Source: an optimization exercise on an open RTL-to-GDS flow (aim: small area, a short achievable clock period and few clock cycles per item). Production flows keep margins and buffers that such runs may drop. No run shown here included a check of the RTL's function; only the layout flow was run.

### flow/flow/run.sh
#!/bin/bash
# The standard layout, with the port buffers made from the smallest buffer
# (buf_1) instead of the one buffer_ports picks by default.
set -euo pipefail
export BUFFER_PORTS_ARGS="-buffer_cell sky130_fd_sc_hd__buf_1"
bash standard.sh > standard_flow.log 2>&1
### flow/standard.sh
#!/bin/bash
# synth_recipe.tcl (not shown) runs the flow's synth.tcl, then flattens the netlist and writes it again
# the make line also repeats each setting of config.mk as NAME=value (left out here)
make -C /OpenROAD-flow-scripts/flow DESIGN_CONFIG=/design/flow/config.mk WORK_HOME=/design/flow/orfs CLKGATE_MAP_FILE= SYNTH_SCRIPT=/design/flow/synth_recipe.tcl "${@:-finish}"
### flow/config.mk
export PLATFORM = sky130hd
export DESIGN_NAME = speck64_core
export DESIGN_NICKNAME = speck64_core
export VERILOG_FILES = /design/flow/design.v
export SDC_FILE = /design/flow/constraint.sdc
export NUM_CORES = 4
export LEC_CHECK = 0
export CAP_MARGIN = 20
export CORE_MARGIN = 2
export CORE_UTILIZATION = 40
export SETUP_SLACK_MARGIN = 3.6
export SLEW_MARGIN = 20
### flow/constraint.sdc
create_clock -name core_clock -period 7.0 [get_ports {clk}]
set_input_delay 1.4000 -clock core_clock [delete_from_list [all_inputs] [get_ports {clk}]]
set_output_delay 1.4000 -clock core_clock [all_outputs]
set_load 0.01 [all_outputs]
### flow/design.v
module speck_add #(
    parameter W = 32
)(
    input  wire [W-1:0] a,
    input  wire [W-1:0] b,
    input  wire         ci,
    input  wire [W-1:0] m0,
    input  wire [W-1:0] m1,
    input  wire [W-1:0] m2,
    output wire [W-1:0] s0,      
    output wire [W-1:0] s1,      
    output wire [W-1:0] s2       
);
    reg [W-1:0] g, p;
    integer i, l, j;
    always @* begin
        g = a & b;
        p = a ^ b;
        g[0] = g[0] | (p[0] & ci);
        for (l = 0; (1 << l) < W; l = l + 1)
            for (i = W - 1; i >= 0; i = i - 1)
                if ((i >> l) & 1) begin
                    j = ((i >> l) << l) - 1;
                    g[i] = g[i] | (p[i] & g[j]);
                    p[i] = p[i] & p[j];
                end
    end
    wire [W-1:0] c = {g[W-2:0], ci};
    wire [W-1:0] h = a ^ b;
    assign s0 = (h ^ m0) ^ c;
    assign s1 = (h ^ m1) ^ c;
    assign s2 = (h ^ m2) ^ c;
endmodule
module speck64_core (
    input  wire          clk,
    input  wire          rst,           
    output wire          ready,
    input  wire          key_load,
    input  wire [127:0]  key_in,        
    input  wire          blk_start,
    input  wire          blk_dec,
    input  wire [63:0]   blk_in,        
    output reg           blk_done,
    output wire [63:0]   blk_out
);
    reg  [4:0]   ph;        
    reg          last;      
    reg          nokey;     
    reg          run;       
    reg          expand;    
    reg          dec;       
    reg  [63:0]  dat;       
    reg  [63:0]  res;       
    reg  [127:0] ka;        
    reg  [127:0] kb;        
    function [31:0] rol;
        input [31:0] v;
        input integer n;
        rol = (v << n) | (v >> (32 - n));
    endfunction
    function [31:0] ror;
        input [31:0] v;
        input integer n;
        ror = (v >> n) | (v << (32 - n));
    endfunction
    wire [31:0] ex = dat[63:32];
    wire [31:0] ey = dat[31:0];
    wire [31:0] ek = ka[31:0];
    wire [31:0] xf, yf;
    speck_add u_dat_f (
        .a(ror(ex, 8)), .b(ey), .ci(1'b0),
        .m0(ek), .m1(ek ^ rol(ey, 3)), .m2(32'd0),
        .s0(xf), .s1(yf), .s2()
    );
    wire [31:0] da   = dat[63:32];
    wire [31:0] yi   = ror(dat[31:0], 3);
    wire [31:0] knx  = ror(kb[31:0], 3);           
    wire [31:0] di0, di1, di2;
    speck_add u_dat_i (
        .a(da), .b(~yi), .ci(1'b1),
        .m0(32'd0), .m1(ror(knx, 8)), .m2(ror(yi, 8)),
        .s0(di0), .s1(di1), .s2(di2)
    );
    wire [31:0] xi   = rol(di0, 8);
    wire [31:0] xi_a = rol(di1, 8);               
    wire [31:0] xi_t = rol(di2, 8);               
    wire [31:0] c_f = {27'd0, ph};
    wire [31:0] af_l, af_k;
    speck_add u_key_f (
        .a(ka[31:0]), .b(ror(ka[63:32], 8)), .ci(1'b0),
        .m0(c_f), .m1(c_f ^ rol(ka[31:0], 3)), .m2(32'd0),
        .s0(af_l), .s1(af_k), .s2()
    );
    wire [31:0] c_b = {27'd0, 5'd25 - ph};
    wire [31:0] bi_d;
    speck_add u_key_i (
        .a(kb[127:96] ^ c_b), .b(~knx), .ci(1'b1),
        .m0(32'd0), .m1(32'd0), .m2(32'd0),
        .s0(bi_d), .s1(), .s2()
    );
    wire [127:0] kb_inv = {kb[95:64], kb[63:32], rol(bi_d, 8), knx ^ kb[95:64]};
    wire [127:0] kb_plain = {kb[127:32], kb[31:0] ^ kb[127:96]};
    wire [127:0] ka_enc   = {ka[127:32], ka[31:0] ^ ka[127:96]};
    assign ready   = last;
    assign blk_out = res;
    always @(posedge clk or posedge rst) begin
        if (rst) begin
            ph       <= 5'd26;
            last     <= 1'b1;
            nokey    <= 1'b1;
            run      <= 1'b0;
            expand   <= 1'b0;
            blk_done <= 1'b0;
        end else begin
            blk_done <= run && last;
            if (last && nokey && !key_load) begin
                run    <= 1'b0;
                expand <= 1'b0;
            end else if (last) begin
                ph     <= 5'd0;
                last   <= 1'b0;
                nokey  <= 1'b0;
                run    <= blk_start;
                expand <= key_load;
            end else begin
                ph     <= ph + 5'd1;
                last   <= (ph == 5'd25);
            end
        end
    end
    always @(posedge clk) begin
        res <= dec ? {xi, yi} : {xf, yf};
        if (last) begin
            dec <= blk_dec;
            if (blk_dec)
                dat <= {blk_in[63:32] ^ ka[31:0], blk_in[63:32] ^ blk_in[31:0]};
            else
                dat <= blk_in;
        end else begin
            dat <= dec ? {xi_a, xi_t} : {xf, yf};
        end
        if (last) begin
            ka <= key_load ? key_in : kb_plain;
            kb <= ka_enc;
        end else begin
            ka <= {af_l, ka[127:64], af_k};
            if (!expand)
                kb <= kb_inv;
            else if (ph == 5'd0)
                kb <= ka_enc;
        end
    end
endmodule
==> results by group, run 1 <==
Outcome
  • Status: finished clean

Worst setup path
  • Worst R2R End: kb[62]
  • Reg2reg start: ph[1]
  • Slowest stage cell, crit path: dfstp_2
  • WS Path Type: reg -> reg
  • Crit path DAT: 3.71 ns
  • Critical-path cell list: inv_2 -> ha_4 -> xor2_2 -> ha_1 -> a21o_1 -> a21o_1 -> a21o_4 -> a21oi_4 -> o21ai_2 -> a41o_1 -> a21o_1 -> a21oi_2 -> buf_4 -> xor2_1 -> o21ai_1
  • CP max stage delay: around 0.56 ns
  • CP startpoint: ph[1]
  • WP data required: 7.32 ns
  • Worst R2R Setup Slack: 3.61 ns
  • Crit end category: flip-flop
  • Most numerous cell on the critical path: a21o_1
  • Buf+Inv Stages, Crit Path: 2
  • Critical path's top delay family: compound AO/OA/AOI/OAI gates
  • Crit-path max FO: 4
  • R2r worst-path depth: 15
  • CP Launch Type: flip-flop

Min path
  • Min-Delay Startpoint: ka[74]
  • HP Class: reg -> reg
  • Worst Hold End: ka[42]
  • Worst hold path depth: 2

Route
  • DR vias/cell: around 5.4
  • WL/cell: 22.4 um
  • Routed WL: between 80000 and 90000 um
  • DRT iter0 DRCs: 1559
  • DRC: 0
  • Detailed Routing Iterations Pass 1: 5
  • Remaining antenna violation count: 0
  • Routed vias: 19900

Synthesis
  • Synth area leaders: dfxtp_1 (22%), edfxtp_1 (16%), xnor2_1 (12%)
  • Mapped Nets: 3007
  • Netlist Area Pre-Place: 23800 sq um
  • Seq/Total Area, Yosys: 39.0%
  • Async SR Flop Fraction: 2.53%
  • Top-area cell type share of the netlist area: 21.6%
  • Ys Warns: 2
  • Post-synth top cells: nand2_1 (447), xnor2_1 (317), dfxtp_1 (256)
  • Yosys reg bits: slightly below 400
  • Avg Cell Area, Syn: 8.90 sq um
  • Count leader, synth: nand2_1
  • Count of distinct cell types in the synthesized netlist: 76
  • Post-synth EDFFs: 129
  • Top_reg_cell synth: dfxtp_1
  • Yosys top cell by area: dfxtp_1
  • Synth Instances: 2671

Placement
  • IO buf count: 262
  • GP Congestion: 0.975
  • DP Cell Count: roughly 3600
  • Placed inst area: between 20000 and 30000 sq um
  • HPWL Detailed: 63200 um

Clock network
  • Clk sinks: between 300 and 400
  • Clock transition at path regs: 0.06 ns
  • Clock buffer depth: 3
  • H-tree depth: 2
  • CTS root buffer: clkbuf_16
  • Number of CTS-inserted buffers: 47
  • Number of hold buffers added after cts: 0
  • CTS tree: done
  • Clock latency at the later pin of the worst-skew pair: 0.60 ns

Timing
  • Fin. Hold Viols: 0
  • Fmax: 295 MHz
  • Unrepaired setup endpoints after global routing: true
  • Slew headroom: roughly 17%
  • Final setup viols: 0
  • Post-route minimum period: 3.39 ns
  • Worst slew pin tran: 1.24 ns
  • Clock skew: 0.0204 ns
  • Count of pins over their slew limit: 0
  • Setup Total Neg Slack: 0 ns
  • Crit share post-route: around half

Layout
  • Final cell count without fillers: 3708
  • Nets@finish: 3232
  • Area growth, synth to finish: 16.3%
  • Share of cells above drive strength 1: ~8.2%
  • Ant. Diodes: 0
  • Final instance area: roughly 28000 sq um

Floorplanning
  • Die height: 248 um
  • Row Count: 89
  • Total core area: about 60000 sq um
  • Die Footprint: 61400 sq um
  • Initial Util: between 40 and 50%
  • Die X: 248 um
  • Ports: approximately 260

Global routing
  • Total track usage: 26.5%
  • Vias in the first global route: 19100
  • Total gr overflow: 0
  • First-pass GRT wire length: ~120000 um
  • Initial antenna violation count: 0
  • Largest net degree at the start of global routing: about 230

Run
  • Max_cap viols: 0
-- repair_timing --
action,in CTS,in global routing
pin swaps,12,25
gates resized for setup,31,45
buffers inserted,12,7
endpoints found under the hold margin,0,0
setup endpoints to repair,64,51
-- through the flow --
step	hold slack [ns]	util, %	setup slack [ns]
3_3_place_gp	0.464	43.2	3.16
5_1_grt	0.498	46.9	3.49
6_report	0.472	46.9	3.61
4_1_cts	0.474	46.5	3.60
2_1_floorplan	0.451	-	1.82
3_5_place_dp	0.463	43.2	3.11
-- cell type report --
cell class	instances	area [sq um]
flip-flops and latches	395	9280
clock buffers	61	1350
fillers	5668	31300
multi-input cells	2033	13900
repair buffers	302	1330
clock inverters	27	357
inverters	117	439
well taps	773	967
-- cell usage in the layout (no fill, tap or decap), types with 12 or more instances in the layout --
cell type | Yosys | routed
nand2_1 | 447 | 447
xnor2_1 | 317 | 310
buf_1 | 27 | 260
dfxtp_1 | 256 | 239
a21oi_1 | 211 | 198
nor2_1 | 197 | 196
o21ai_0 | 171 | 166
edfxtp_1 | 129 | 129
xor2_1 | 126 | 125
ha_1 | 127 | 122
inv_1 | 117 | 114
mux2i_1 | 85 | 85
a21o_1 | 85 | 84
clkbuf_16 | 0 | 49
buf_4 | 0 | 37
a211oi_1 | 37 | 36
mux2_2 | 17 | 17
dfxtp_2 | 0 | 17
nor3_1 | 16 | 16
and3_1 | 14 | 14
nand4_1 | 13 | 13
a21oi_2 | 2 | 12
nand3_1 | 12 | 12
-- worst max-delay path by stage --
stage	endpoint	slack, ns	cells after the start
6_report	kb[62]	3.61	15
4_1_cts	kb[63]	3.60	14
2_1_floorplan	kb[0]	1.82	4
3_3_place_gp	dat[2]	3.16	12
3_5_place_dp	dat[2]	3.11	12
5_1_grt	kb[62]	3.49	15
-- per-layer routing --
layer | GRT usage [%] | up-vias | part of all wire [%]
met5 | 0 | - | 0
met4 | 9.37 | 0 | 3.5
met3 | 3.15 | 124 | 6.6
met2 | 43.4 | 741 | 46
met1 | 36.2 | 9488 | 44
li1 | - | 9518 | -
-- state kept, by name (all words and copies together) (netlist names) --
register	flops
kb	128
nokey	1
ka	128
expand	1
dat	64
dec	1
res	64
run	1
last	1
ph	5
blk_done	1
-- kinds of logic after synthesis --
| family | share of synthesized area, % |
|---|---|
| adder cells (fa/ha/maj) | 7.70 |
| XOR/XNOR | 16.9 |
| flip-flops | 39.0 |
| AND/OR/NAND/NOR | 12.8 |
| buffers and inverters | 3.84 |
| multiplexers | 4.39 |
| AO/OA/AOI/OAI | 15.4 |
-- tightest hold or removal path, cell delays in order, from the launching register on --
cell and delay [ns]:
dfxtp_1 0.31, nor2_1 0.08, a21oi_1 0.04
==> run 2, diff against run 1 <==
--- a/flow/design.v
+++ b/flow/design.v
@@ -45,4 +45,5 @@
 );
     reg  [4:0]   ph;        
+    reg  [4:0]   ph_b;      
     reg          last;      
     reg          nokey;     
@@ -92,5 +93,5 @@
         .s0(af_l), .s1(af_k), .s2()
     );
-    wire [31:0] c_b = {27'd0, 5'd25 - ph};
+    wire [31:0] c_b = {27'd0, ph_b};
     wire [31:0] bi_d;
     speck_add u_key_i (
@@ -107,4 +108,5 @@
         if (rst) begin
             ph       <= 5'd26;
+            ph_b     <= 5'd31;
             last     <= 1'b1;
             nokey    <= 1'b1;
@@ -119,4 +121,5 @@
             end else if (last) begin
                 ph     <= 5'd0;
+                ph_b   <= 5'd25;
                 last   <= 1'b0;
                 nokey  <= 1'b0;
@@ -125,4 +128,5 @@
             end else begin
                 ph     <= ph + 5'd1;
+                ph_b   <= ph_b - 5'd1;
                 last   <= (ph == 5'd25);
             end
==> results by group, run 2 <==
Layout
  • Register Area: 9420 sq um (+1.5%)
  • Share of cells above drive strength 1: 7.49% (-0.69 points)
  • Leading cell types in the layout, fill and taps excluded: nand2_1 (462), xnor2_1 (274), buf_1 (260), dfxtp_1 (236), o21ai_0 (200)
  • Layout Utilization: 46.6% (-0.30 points)
  • Final instance area: 28000 sq um (+1.4%)
  • Nets@finish: 3275 (+1.3%)
  • Most common cell after layout, fill and taps aside: nand2_1
  • Fillers: 5880 (+3.7%)
  • Top flop regs: ka: 128 flops, kb: 128 flops
  • Area growth, synth to finish: 15.5%
  • Area taken by multi-input logic gates: 14200 sq um (+2.5%)

Worst setup path
  • CP max stage delay: 0.56 ns (about the same)
  • Crit-path max FO: 4 (unchanged)
  • Crit end category: flip-flop
  • R2r worst-path depth: 13 (-2)
  • Reg2reg start: ph_b[0]
  • WP data required: 7.36 ns (+0.04 ns)
  • Crit path DAT: 3.80 ns (+0.09 ns)
  • CP Launch Type: flip-flop
  • WS Path Type: reg -> reg
  • Worst R2R Setup Slack: 3.56 ns (-0.04 ns)
  • Critical-path cell list: xnor2_1 -> ha_1 -> inv_1 -> fa_2 -> a211oi_4 -> nor4b_4 -> o211ai_1 -> nand2_2 -> a221oi_4 -> o211ai_1 -> a21oi_1 -> xnor2_1 -> mux2_2
  • Slowest stage cell, crit path: dfstp_2
  • Worst R2R End: kb[37]

Timing
  • Fin. Hold Viols: 0 (unchanged)
  • Final setup viols: 0 (unchanged)
  • Clock skew: 0.0274 ns (+0.00692 ns)
  • Unrepaired setup endpoints after global routing: true
  • Count of pins over their slew limit: 0 (unchanged)
  • Fmax: 291 MHz (-1.3%)
  • Slew headroom: 28.7% (+12 points)
  • Worst slew pin tran: 1.07 ns (-0.173 ns)
  • Setup Total Neg Slack: 0 ns (unchanged)
  • Crit share post-route: 49.1% (+0.62 points)
  • Post-route minimum period: 3.44 ns (+0.0434 ns)

Placement
  • Placed inst area: 25900 sq um (+1.7%)
  • IO buf count: 262 (unchanged)
  • HPWL Detailed: 66100 um (+4.6%)
  • GP Congestion: 0.968 (-0.65%)

Floorplanning
  • Die X: 250 um (+1.0%)
  • Total core area: 60100 sq um (+2.1%)
  • Ports: 263 (unchanged)
  • Die Footprint: 62600 sq um (+2.1%)
  • Initial Util: 40.3% (about the same)
  • Die height: 250 um (+1.0%)
  • Row Count: 90 (+1.1%)

Global routing
  • Initial antenna violation count: 2 (+2)
  • Total gr overflow: 0 (unchanged)
  • Total track usage: 27.3% (+0.78 points)
  • Largest net degree at the start of global routing: 241 (+3.9%)
  • Vias in the first global route: 19800 (+3.8%)
  • First-pass GRT wire length: 128000 um (+6.4%)

Synthesis
  • Netlist Area Pre-Place: 24300 sq um (+2.1%)
  • Count of distinct cell types in the synthesized netlist: 91 (+20%)
  • Post-synth top cells: nand2_1 (463), xnor2_1 (275), dfxtp_1 (256)
  • Count leader, synth: nand2_1
  • Ys Warns: 2 (unchanged)
  • Seq/Total Area, Yosys: 38.7% (-0.26 points)
  • Top_reg_cell synth: dfxtp_1
  • Synth area leaders: dfxtp_1 (21%), edfxtp_1 (16%), xnor2_1 (9.9%)
  • Mapped Nets: 3055 (+1.6%)
  • Avg Cell Area, Syn: 8.92 sq um (+0.29%)
  • Post-synth EDFFs: 129 (unchanged)
  • Top-area cell type share of the netlist area: 21.1% (-0.44 points)
  • Yosys top cell by area: dfxtp_1
  • Async SR Flop Fraction: 3.75% (+1.2 points)
  • Synth Instances: 2719 (+1.8%)
  • Yosys reg bits: 400 (+1.3%)

Outcome
  • Status: finished clean

Route
  • WL/cell: 23.7 um (+5.7%)
  • Met2 wire len: 41600 um (+9.4%)
  • Routed length on met1: 37800 um (+3.3%)
  • Remaining antenna violation count: 0 (unchanged)
  • Routed vias: 20900 (+5.1%)
  • Detailed Routing Iterations Pass 1: 5 (unchanged)
  • DR vias/cell: 5.55 (+3.6%)
  • Routed wl met3: 6480 um (+17%)
  • DRC: 0 (unchanged)
  • Routed WL: 89100 um (+7.2%)
  • DRT iter0 DRCs: 1963 (+26%)
  • DR top layer: met4

Clock network
  • Clk sinks: 400 (+1.3%)
  • CTS root buffer: clkbuf_16
  • Number of CTS-inserted buffers: 47 (unchanged)
  • Clock latency at the later pin of the worst-skew pair: 0.61 ns (about the same)
  • Number of hold buffers added after cts: 0 (unchanged)
  • Clock transition at path regs: 0.06 ns (about the same)
  • Clock buffer depth: 3 (unchanged)
  • H-tree depth: 2 (unchanged)
  • CTS tree: done

Min path
  • Min-Delay Startpoint: ka[75]
  • HP Class: reg -> reg
  • Worst hold path depth: 2 (unchanged)
  • Worst Hold End: ka[43]

Run
  • Max_cap viols: 0 (unchanged)
run 2: changes by cell type in the layout (fill, tap and decap cells not counted), moves of 8 or more:
cell / delta
a21oi_1: -17
o211ai_1: +14
clkbuf_1: +8
nand3_1: +24
o21ai_0: +34
a21oi_2: -8
a211o_1: +8
a211oi_1: -22
xor2_1: +21
nand2_1: +15
mux2i_1: +10
inv_1: -9
xnor2_1: -36
a21o_1: -22
run 2: critical path: cells and delay by family, from the launching register on:
| kind | cells | cell delay, ns |
|---|---|---|
| buf+inv | 1 | 0.06 |
| fa+ha+maj | 2 | 0.57 |
| compound gates | 5 | 1.31 |
| simple gates | 2 | 0.23 |
| xor+xnor | 2 | 0.21 |
| mux | 1 | 0.27 |
| flops | 1 | 0.56 |
run 2: stage by stage:
| stage | setup WS, ns | instances | hold slack [ns] |
|---|---|---|---|
| 5_1_grt | 3.48 | 3761 | 0.498 |
| 3_3_place_gp | 3.11 | 3648 | 0.460 |
| 6_report | 3.56 | 3762 | 0.475 |
| 2_1_floorplan | 3.79 | 2719 | 0.447 |
| 4_1_cts | 3.50 | 3743 | 0.477 |
| 3_5_place_dp | 3.12 | 3648 | 0.465 |
run 2: cells by family (layout without fill, tap and decap cells):
family | count (synthesis) | in the layout | share of synthesized area [%]
compound gates | 619 | 619 | 15.8
xor+xnor | 434 | 434 | 16.2
fa+ha+maj | 139 | 139 | 7.54
buf+inv | 238 | 497 | 3.77
flops | 400 | 400 | 38.7
mux | 110 | 110 | 4.62
other cells | 0 | 2 | 0
simple gates | 779 | 779 | 13.3
run 2: worst max-delay path by stage:
stage | start | to | slack, ns
final | ph_b[0] | kb[37] | 3.56
after global routing | ph_b[0] | kb[37] | 3.48
after detailed placement | ph_b[0] | kb[37] | 3.12
after floorplan | ph_b[0] | kb[37] | 3.79
after global placement | ph_b[0] | kb[37] | 3.11
after CTS | last | kb[37] | 3.50
run 2: cell type report:
class / instances / share of cell area (%)
flip-flops and latches: 400 / 33.6
clock buffers: 66 / 4.78
repair buffers: 300 / 4.85
diodes: 2 / 0.0179
well taps: 782 / 3.49
clock inverters: 22 / 0.906
inverters: 109 / 1.48
multi-input cells: 2081 / 50.8
run 2: routing by layer:
metal	global-route usage, %	vias up
met1	36.9	10100
met2	45.3	893
met4	9.38	0
met3	3.22	149
met5	0	-
li1	-	9760
run 2: timing repair:
item                       4_1_cts  5_1_grt
setup endpoints to repair      133      138
gates cloned                     0        1
buffers inserted                 7       15
pin swaps                        6       14
resized for setup               43       34

[static timing again, ports no longer ideal]
No port has a modelled driver above. Below, the same layouts with a new extraction and two added sets of constraints. Step 1: set_driving_cell puts a clkbuf_16 on clk and a buf_2 on each other input, an assumption about the parent block. Step 2 moves the port delays by t, midway between the first and last clock arrival at a register: inputs arrive t later, outputs are due t later. That takes back most of the time a late clock gives input paths. a / b / c = ideal / step 1 / step 2; a / b = the first two.
| run | t (ns) | setup WS [ns] | worst setup path after step 2 | slew at the worst register clock pin (ns) |
|---|---|---|---|---|
| run 1 | 0.653 | 3.607 / 3.607 / 3.535 | input to register | 0.07 / 0.07 |
| run 2 | 0.659 | 3.563 / 3.563 / 3.563 | register to register | 0.07 / 0.07 |
After both steps every run listed still meets setup and hold. For run 1, which loses most, drivers alone change the setup slack by 0.000 ns; drivers and shift together by -0.072 ns.
